What follows belongs to an exercise in optimizing a design on an open flow for small area and a short achievable clock period; a production flow would make more cautious choices.
Function was checked by simulation only, so behaviour that the tests miss may differ from the original.
Power and IR drop assume default switching activity.

## flow/config.mk

```make
export PLATFORM = sky130hd
export DESIGN_NAME = pic_buffer_v2
export DESIGN_NICKNAME = pic_buffer_v2
export VERILOG_FILES = /design/flow/design.v
export SDC_FILE = /design/flow/constraint.sdc
export NUM_CORES = 4
export LEC_CHECK = 0
export CAP_MARGIN = 20
export CORE_MARGIN = 2
export CORE_UTILIZATION = 50
export PLACE_DENSITY = 0.6
export SLEW_MARGIN = 20
export SYNTH_MEMORY_MAX_BITS = 16384
```

## flow/constraint.sdc

```tcl
create_clock -name core_clock -period 4.6 [get_ports {clk}]
set_input_delay 0.9200 -clock core_clock [delete_from_list [all_inputs] [get_ports {clk}]]
set_output_delay 0.9200 -clock core_clock [all_outputs]
set_load 0.01 [all_outputs]
```

## flow/design.v

```verilog
`timescale 1ns/1ps
module pic_buffer_v2 #(
    parameter DSIZE = 8,
    parameter IMAGE_WIDTH = 256,
    parameter IMAGE_LENGTH= 256,
    parameter BUFFER_SIZE = IMAGE_WIDTH*2+3
) (
	input               clk, 
    input               rst_n,
    input               frame_start,
    input               shift,
	input  [DSIZE-1:0]  sr_in,
    output rng_flag,
    output              sr_pixel_valid,
    output [DSIZE-1:0]  sr_pixel_0, sr_pixel_1, sr_pixel_2,
    output [DSIZE-1:0]  sr_pixel_3, sr_pixel_4, sr_pixel_5,
    output [DSIZE-1:0]  sr_pixel_6, sr_pixel_7, sr_pixel_8 
);
localparam IMAGE_SIZE           = IMAGE_WIDTH*IMAGE_LENGTH;
localparam ISIZE                = $clog2(IMAGE_SIZE+1);
localparam STARTING_OFFSET      = IMAGE_WIDTH+1;
localparam BUFFER_TOP_OFFSET    = IMAGE_WIDTH+2-1;
localparam BUFFER_BOT_OFFSET    = IMAGE_SIZE-IMAGE_WIDTH-1;
localparam WSIZE                = $clog2(IMAGE_WIDTH+1);
localparam CSIZE                = $clog2(STARTING_OFFSET);
localparam TOP_LIMIT = 2*IMAGE_WIDTH-1;
localparam BOT_LIMIT = IMAGE_SIZE-IMAGE_WIDTH-1;
reg [DSIZE-1:0] sr [BUFFER_SIZE-1:0];
reg 			sr_valid;
reg [ISIZE-1:0] image_counter;
reg [WSIZE-1:0] column_counter;
reg [CSIZE-1:0] offset_counter;
wire bottom_shift;
wire init_tag,t_tag,rm_tag,b_tag,r_tag,cm_tag,l_tag;
reg activate_rng;
assign rng_flag = activate_rng;
always @(posedge clk, negedge rst_n) begin
    if (!rst_n) begin
        activate_rng    <= 1'b0;
    end else begin
        if (offset_counter == IMAGE_WIDTH || offset_counter == IMAGE_WIDTH + 1) begin
            activate_rng <= 1'b1;
        end else if (!shift) begin
            activate_rng <= 1'b0;
        end
    end
end
always @(posedge clk, negedge rst_n) begin
    if (!rst_n) begin
        image_counter   <=  'd0;
        column_counter  <=  'd0;
        offset_counter <='d0;
        sr_valid        <= 1'b0;
    end else if (frame_start) begin
        image_counter       <=  'd0;
        offset_counter      <=  'd0;
        column_counter      <=  'd0;
        sr_valid            <= 1'b0;
    end else if ((shift) && (offset_counter <  STARTING_OFFSET)) begin
        sr_valid            <= 1'b0;
        image_counter       <=  'd0;
        column_counter      <=  'd0;
        if (offset_counter == STARTING_OFFSET-1) begin
            offset_counter  <= STARTING_OFFSET;
        end else begin
            offset_counter  <= offset_counter + 'd1;
        end
    end else if (((shift || bottom_shift) && init_tag) && (image_counter != IMAGE_SIZE)) begin
        sr_valid <= 1'b1;
        image_counter <= image_counter + 1;
        if ( column_counter == IMAGE_WIDTH) begin
            column_counter <= 'd1;
        end else begin
            column_counter <= column_counter+ 1;
        end
    end else if ((image_counter == IMAGE_SIZE)) begin
        sr_valid <= 1'b0;
        image_counter <=  'd0;
    end
end
integer n;
always @ (posedge clk)begin
    for (n = BUFFER_SIZE-1; n>0; n = n-1) begin
        sr[n] <= sr[n-1];
    end
    if (shift == 1'b1) begin
        sr[0] <= sr_in;
    end else begin
        sr[0] <= 'd0;
    end
end
assign sr_pixel_valid = sr_valid;
assign bottom_shift = sr_valid && image_counter >= IMAGE_SIZE - IMAGE_WIDTH - 1 && image_counter  <= IMAGE_SIZE;
assign init_tag = offset_counter == STARTING_OFFSET;
assign l_tag    = sr_valid && column_counter == 'd1;
assign r_tag    = sr_valid && column_counter == IMAGE_WIDTH;
assign t_tag    = sr_valid && image_counter  <= 0+IMAGE_WIDTH;
assign b_tag    = sr_valid && image_counter  >= IMAGE_SIZE - IMAGE_WIDTH + 1 && image_counter  <= IMAGE_SIZE;
assign cm_tag   = sr_valid && !(r_tag || l_tag);
assign rm_tag   = sr_valid && !(t_tag || b_tag);
assign sr_pixel_0 = 
(t_tag)?(   
        (r_tag)?    (sr[IMAGE_WIDTH * 1 + 2]):
        (cm_tag)?   (sr[IMAGE_WIDTH * 1 + 2]):
                    (sr[IMAGE_WIDTH * 1 + 1]) 
):(
(rm_tag)?(
        (r_tag)?    (sr[IMAGE_WIDTH * 2 + 2]):
        (cm_tag)?   (sr[IMAGE_WIDTH * 2 + 2]):
                    (sr[IMAGE_WIDTH * 2 + 1]) 
):(
(b_tag)?(
        (r_tag)?    (sr[IMAGE_WIDTH * 2 + 2]):
        (cm_tag)?   (sr[IMAGE_WIDTH * 2 + 2]):
                    (sr[IMAGE_WIDTH * 2 + 1]) 
):('d0)
));
assign sr_pixel_1 = 
(t_tag)?(   
        (r_tag)?    (sr[IMAGE_WIDTH * 1 + 1]):
        (cm_tag)?   (sr[IMAGE_WIDTH * 1 + 1]):
                    (sr[IMAGE_WIDTH * 1 + 1]) 
):(
(rm_tag)?(
        (r_tag)?    (sr[IMAGE_WIDTH * 2 + 1]):
        (cm_tag)?   (sr[IMAGE_WIDTH * 2 + 1]):
                    (sr[IMAGE_WIDTH * 2 + 1]) 
):(
(b_tag)?(
        (r_tag)?    (sr[IMAGE_WIDTH * 2 + 1]):
        (cm_tag)?   (sr[IMAGE_WIDTH * 2 + 1]):
                    (sr[IMAGE_WIDTH * 2 + 1]) 
):('d0)
));
assign sr_pixel_2 = 
(t_tag)?(   
        (r_tag)?    (sr[IMAGE_WIDTH * 1 + 1]):
        (cm_tag)?   (sr[IMAGE_WIDTH * 1 + 0]):
                    (sr[IMAGE_WIDTH * 1 + 0]) 
):(
(rm_tag)?(
        (r_tag)?    (sr[IMAGE_WIDTH * 2 + 1]):
        (cm_tag)?   (sr[IMAGE_WIDTH * 2 + 0]):
                    (sr[IMAGE_WIDTH * 2 + 0]) 
):(
(b_tag)?(
        (r_tag)?    (sr[IMAGE_WIDTH * 2 + 1]):
        (cm_tag)?   (sr[IMAGE_WIDTH * 2 + 0]):
                    (sr[IMAGE_WIDTH * 2 + 0]) 
):('d0)
));
assign sr_pixel_3 = 
(t_tag)?(   
        (r_tag)?    (sr[IMAGE_WIDTH * 1 + 2]):
        (cm_tag)?   (sr[IMAGE_WIDTH * 1 + 2]):
                    (sr[IMAGE_WIDTH * 1 + 1]) 
):(
(rm_tag)?(
        (r_tag)?    (sr[IMAGE_WIDTH * 1 + 2]):
        (cm_tag)?   (sr[IMAGE_WIDTH * 1 + 2]):
                    (sr[IMAGE_WIDTH * 1 + 1]) 
):(
(b_tag)?(
        (r_tag)?    (sr[IMAGE_WIDTH * 1 + 2]):
        (cm_tag)?   (sr[IMAGE_WIDTH * 1 + 2]):
                    (sr[IMAGE_WIDTH * 1 + 1]) 
):('d0)
));
assign sr_pixel_4 = sr[IMAGE_WIDTH * 1 + 1]; 
assign sr_pixel_5 = 
(t_tag)?(   
        (r_tag)?    (sr[IMAGE_WIDTH * 1 + 1]):
        (cm_tag)?   (sr[IMAGE_WIDTH * 1 + 0]):
                    (sr[IMAGE_WIDTH * 1 + 0]) 
):(
(rm_tag)?(
        (r_tag)?    (sr[IMAGE_WIDTH * 1 + 1]):
        (cm_tag)?   (sr[IMAGE_WIDTH * 1 + 0]):
                    (sr[IMAGE_WIDTH * 1 + 0]) 
):(
(b_tag)?(
        (r_tag)?    (sr[IMAGE_WIDTH * 1 + 1]):
        (cm_tag)?   (sr[IMAGE_WIDTH * 1 + 0]):
                    (sr[IMAGE_WIDTH * 1 + 0]) 
):('d0)
));
assign sr_pixel_6 = 
(t_tag)?(   
        (r_tag)?    (sr[IMAGE_WIDTH * 0 + 2]):
        (cm_tag)?   (sr[IMAGE_WIDTH * 0 + 2]):
                    (sr[IMAGE_WIDTH * 0 + 1]) 
):(
(rm_tag)?(
        (r_tag)?    (sr[IMAGE_WIDTH * 0 + 2]):
        (cm_tag)?   (sr[IMAGE_WIDTH * 0 + 2]):
                    (sr[IMAGE_WIDTH * 0 + 1]) 
):(
(b_tag)?(
        (r_tag)?    (sr[IMAGE_WIDTH * 1 + 2]):
        (cm_tag)?   (sr[IMAGE_WIDTH * 1 + 2]):
                    (sr[IMAGE_WIDTH * 1 + 1]) 
):('d0)
));
assign sr_pixel_7 = 
(t_tag)?(   
        (r_tag)?    (sr[IMAGE_WIDTH * 0 + 1]):
        (cm_tag)?   (sr[IMAGE_WIDTH * 0 + 1]):
                    (sr[IMAGE_WIDTH * 0 + 1]) 
):(
(rm_tag)?(
        (r_tag)?    (sr[IMAGE_WIDTH * 0 + 1]):
        (cm_tag)?   (sr[IMAGE_WIDTH * 0 + 1]):
                    (sr[IMAGE_WIDTH * 0 + 1]) 
):(
(b_tag)?(
        (r_tag)?    (sr[IMAGE_WIDTH * 1 + 1]):
        (cm_tag)?   (sr[IMAGE_WIDTH * 1 + 1]):
                    (sr[IMAGE_WIDTH * 1 + 1]) 
):('d0)
));
assign sr_pixel_8 = 
(t_tag)?(   
        (r_tag)?    (sr[IMAGE_WIDTH * 0 + 1]):
        (cm_tag)?   (sr[IMAGE_WIDTH * 0 + 0]):
                    (sr[IMAGE_WIDTH * 0 + 0]) 
):(
(rm_tag)?(
        (r_tag)?    (sr[IMAGE_WIDTH * 0 + 1]):
        (cm_tag)?   (sr[IMAGE_WIDTH * 0 + 0]):
                    (sr[IMAGE_WIDTH * 0 + 0]) 
):(
(b_tag)?(
        (r_tag)?    (sr[IMAGE_WIDTH * 1 + 1]):
        (cm_tag)?   (sr[IMAGE_WIDTH * 1 + 0]):
                    (sr[IMAGE_WIDTH * 1 + 0]) 
):('d0)
 ));
endmodule
```

## flow/run.sh

```bash
#!/bin/bash
# synth_recipe.tcl (not shown) runs the flow's synth.tcl, then flattens the netlist and writes it again
# the make line also repeats each setting of config.mk as NAME=value (left out here)
make -C /OpenROAD-flow-scripts/flow DESIGN_CONFIG=/design/flow/config.mk WORK_HOME=/design/flow/orfs CLKGATE_MAP_FILE= SYNTH_SCRIPT=/design/flow/synth_recipe.tcl finish
```

==> notes.md <==
* Commonest non-fill, non-tap cell in the layout: dfxtp_1
* # placed instances at 6980
* Max Fclk at 224.1 MHz
* Pin count of the biggest net entering global routing at 38
* Avg Cell Area, Syn at 18.75 µm²
* Post-route ant nets at 0
* Unrepaired setup endpoints after global routing: no
* Startpoint types: register
* Nets@finish at 5077
* Deepest level of the CTS H-tree at 5
* Synth Instances at 4599
* Final Setup Violations at 0
* Power Density at 651.2 mW/mm²
* Max Root-Sink Buffers at 4
* Netlist cell types at 50
* CTS Hold Bufs at 0
* Pre-CTS WS at 0.4681 ns
* Worst-path clk slew at 0.06 ns
* Total track usage at 11.24%
* #FFs+latches synth at 4157
* Worst Max-Slew Pin Slew at 0.7246 ns
* Top Metal Used: met4
* Asr flop ratio synth at 0.8901%
* Routed vias/inst at 3.968
* Required time worst endpoint at 3.68 ns
* Non-Filler Instances at 7647
* Most frequent cells in the layout: dfxtp_1 (4120), clkbuf_16 (384), clkbuf_8 (88), clkbuf_1 (69), clkinv_2 (62)
* DRT met1 WL at 49630 µm
* Final hold viol count at 0
* I/O pin count at 86
* Static Leak at 41.30 nW
* Initial core utilization at 50.26%
* Post-route setup slack at 0.1383 ns
* Post-Syn Area at 0.08621 mm²
* Rows at 152
* Share of layout cells above drive strength 1 at 12.59%
* Vias in the first global route at 30820
* Crit path max fanout at 8
* Critical path arrival at 3.54 ns
* Drt drc at 0
* Reg-to-reg slack, setup at 1.81 ns
* Nets in the synthesized netlist at 4620
* Number of DRC markers in iteration 0 at 1313
* Final clock skew at 0.04884 ns
* CTS Buf Count at 375
* RePlAce Congestion at 0.7689
* I/O Buffers at 85
* Post-Route WL at 95970 µm
* Initial antenna violation count at 1
* Max VDD drop at 0.0003740 V
* FF-to-FF path depth at 7
* Status: no timing/DRC/antenna violations
* R2r endpoint: column_counter[5]$_DFFE_PN0P_
* Met2 WL at 37700 µm
* Vias at 30340
* Sink Count at 4157
* CP Class: register to output port
* First-pass DRT Iterations at 4
* Worst setup EP type: output port
* Maxcap violations at 0
* Clock Latency Late Sink at 0.91 ns
* Slew headroom at 51.69%
* CTS tree: yes
* CTS Root Cell: clkbuf_16
* Final core occ at 59.87%
* Sequential area share after synthesis at 96.74%
* Die Width at 419.2 µm
* Worst Hold Class: register to register
* End point of the critical path: sr_pixel_8[7]
* Post-DP HPWL at 45170 µm
* Main flop type after synthesis: dfxtp_1
* Period utilisation layout at 96.99%
* Die Area at 0.1758 mm²
* Synth Warn # at 2
* Area of the core at 0.1715 mm²
* Area growth, synth to finish at 19.13%
* CP startpoint: column_counter[4]$_DFFE_PN0P_
* Wirelength per Cell at 12.55 µm
* Die H at 419.2 µm
* Fin. max-slew vios at 0
* First-pass GRT wire length at 159700 µm
* Post-layout min period at 4.462 ns
* Post-synth EDFFs at 0
* Gr ovfl total at 0
* Hold depth at 0
* Worst R2R Start: image_counter[0]$_DFFE_PN0P_
* Routed met3 length at 4273 µm
worst min path at each step:
stage | start | to | slack, ns
final | sr[191][6]$_DFF_P_ | sr[192][6]$_DFF_P_ | 0.28
after detailed placement | sr[144][7]$_DFF_P_ | sr[145][7]$_DFF_P_ | 0.31
after floorplan | sr[99][0]$_DFF_P_ | sr[100][0]$_DFF_P_ | 0.31
after CTS | sr[471][6]$_DFF_P_ | sr[472][6]$_DFF_P_ | 0.28
after global routing | sr[133][1]$_DFF_P_ | sr[134][1]$_DFF_P_ | 0.28
after global placement | sr[326][3]$_DFF_P_ | sr[327][3]$_DFF_P_ | 0.31
report_power, final:
part           internal, W  total (W)  switching [W]
combinational    0.0000225  0.0000582      0.0000357
sequential          0.0362     0.0362      0.0000545
clock               0.0184     0.0306         0.0122
total               0.0546     0.0669         0.0122
worst max-delay path, cell delays in order (launching register included):
cell and delay (ns):
dfrtp_1 0.42, or4_1 0.59, nor3_4 0.20, and3_4 0.26
buf_12 0.12, nand2_8 0.11, mux2i_2 0.23, mux2i_1 0.15
clkdlybuf4s50_1 0.58
cells by family (layout without fill, tap and decap cells):
group / after synthesis / in the layout / share of synthesized area, %
AOI/OAI and AO/OA: 87 / 88 / 0.6226
DFF: 4157 / 4157 / 96.74
buffers and inverters: 50 / 786 / 0.2540
muxes: 57 / 57 / 0.6966
adders and majority gates: 9 / 9 / 0.1306
other: 0 / 1 / 0
xor gates and xnor gates: 16 / 16 / 0.1625
and+or+nand+nor: 223 / 223 / 1.390
layer usage:
layer,track usage (%),up-vias
li1,-,15340
met1,16.15,14250
met2,15.26,449
met3,3.166,315
met4,6.188,0
met5,0,-
cells in the mapped netlist (all sizes together), types with 2 or more instances:
master	n	area [µm²]
dfxtp	4120	82480
nand2	60	227.7
nor2	56	210.2
o21ai	47	235.2
dfrtp	37	925.9
mux2i	33	330.3
nand3	25	125.1
mux2	24	270.3
inv	20	75.07
nor4	18	190.2
clkbuf	16	60.06
xnor2	16	140.1
nand2b	14	87.58
buf	13	80.07
a21oi	11	58.81
o31ai	11	87.58
and3	10	62.56
nand4	10	83.83
and2	9	56.30
ha	9	112.6
nor3	7	45.04
or3	5	31.28
a31oi	3	25.02
nand4b	3	26.28
o211ai	3	22.52
o21a	3	22.52
a41oi	2	17.52
o22ai	2	12.51
o41ai	2	17.52
or2	2	12.51
or4	2	15.01
flip-flops by register name (all words and copies together) (netlist names):
name and count:
sr 4120, image_counter 17, column_counter 9, offset_counter 9, activate_rng 1, sr_valid 1
area by class of cell:
type                       instances  area (µm²)
inverter                          21       78.83
multi-input combinational        393        2714
sequential                      4157       83410
clock inverter                   116        1439
tap                             2310        2890
clock buffer                     541       11080
timing repair buffer             108        1097
antenna                            1       2.502
fill                           12540       68840
timing repair:
item,4_1_cts,5_1_grt
gates cloned,2,0
resized for setup,32,13
setup buffers,6,1
pin swaps,5,2
setup endpoints to repair,51,20
per-stage QoR:
stage	instance area (µm²)	setup TNS (ns)	power, W	hold slack [ns]
finish	102700	0	0.06688	0.2829
global route	102700	0	0.06931	0.2822
CTS	102700	-0.2099	0.06783	0.2763
detailed placement	89950	0	0.03710	0.3121
global placement	89950	0	0.03711	0.3098
floorplan	86210	0	0.03704	0.3096

## port drivers added, routing unchanged
Ports are ideal in the flow. The routed layout listed here was re-timed in OpenROAD.
Step 1, drivers: a clkbuf_16 drives clk and a buf_2 each remaining input, both assumed.
Step 2 times the ports against the registers' clock, not the clock port: input delays grow and output delays shrink by t, the midpoint of the rising clock arrivals with the driver on.
a / b / c = ideal / step 1 / step 2; a / b = the first two.
shift t [ns]: 0.961
slack for setup (ns): 0.138 / 0.065 / 1.025
hold WS [ns]: 0.283 / 0.283 / 0.283
worst setup path at the end: register to output
worst data-port slew with drivers (ns): 0.22
After both steps this run still meets setup and hold. The setup slack of this run moves by -0.073 ns with the drivers and by +0.887 ns with both steps.
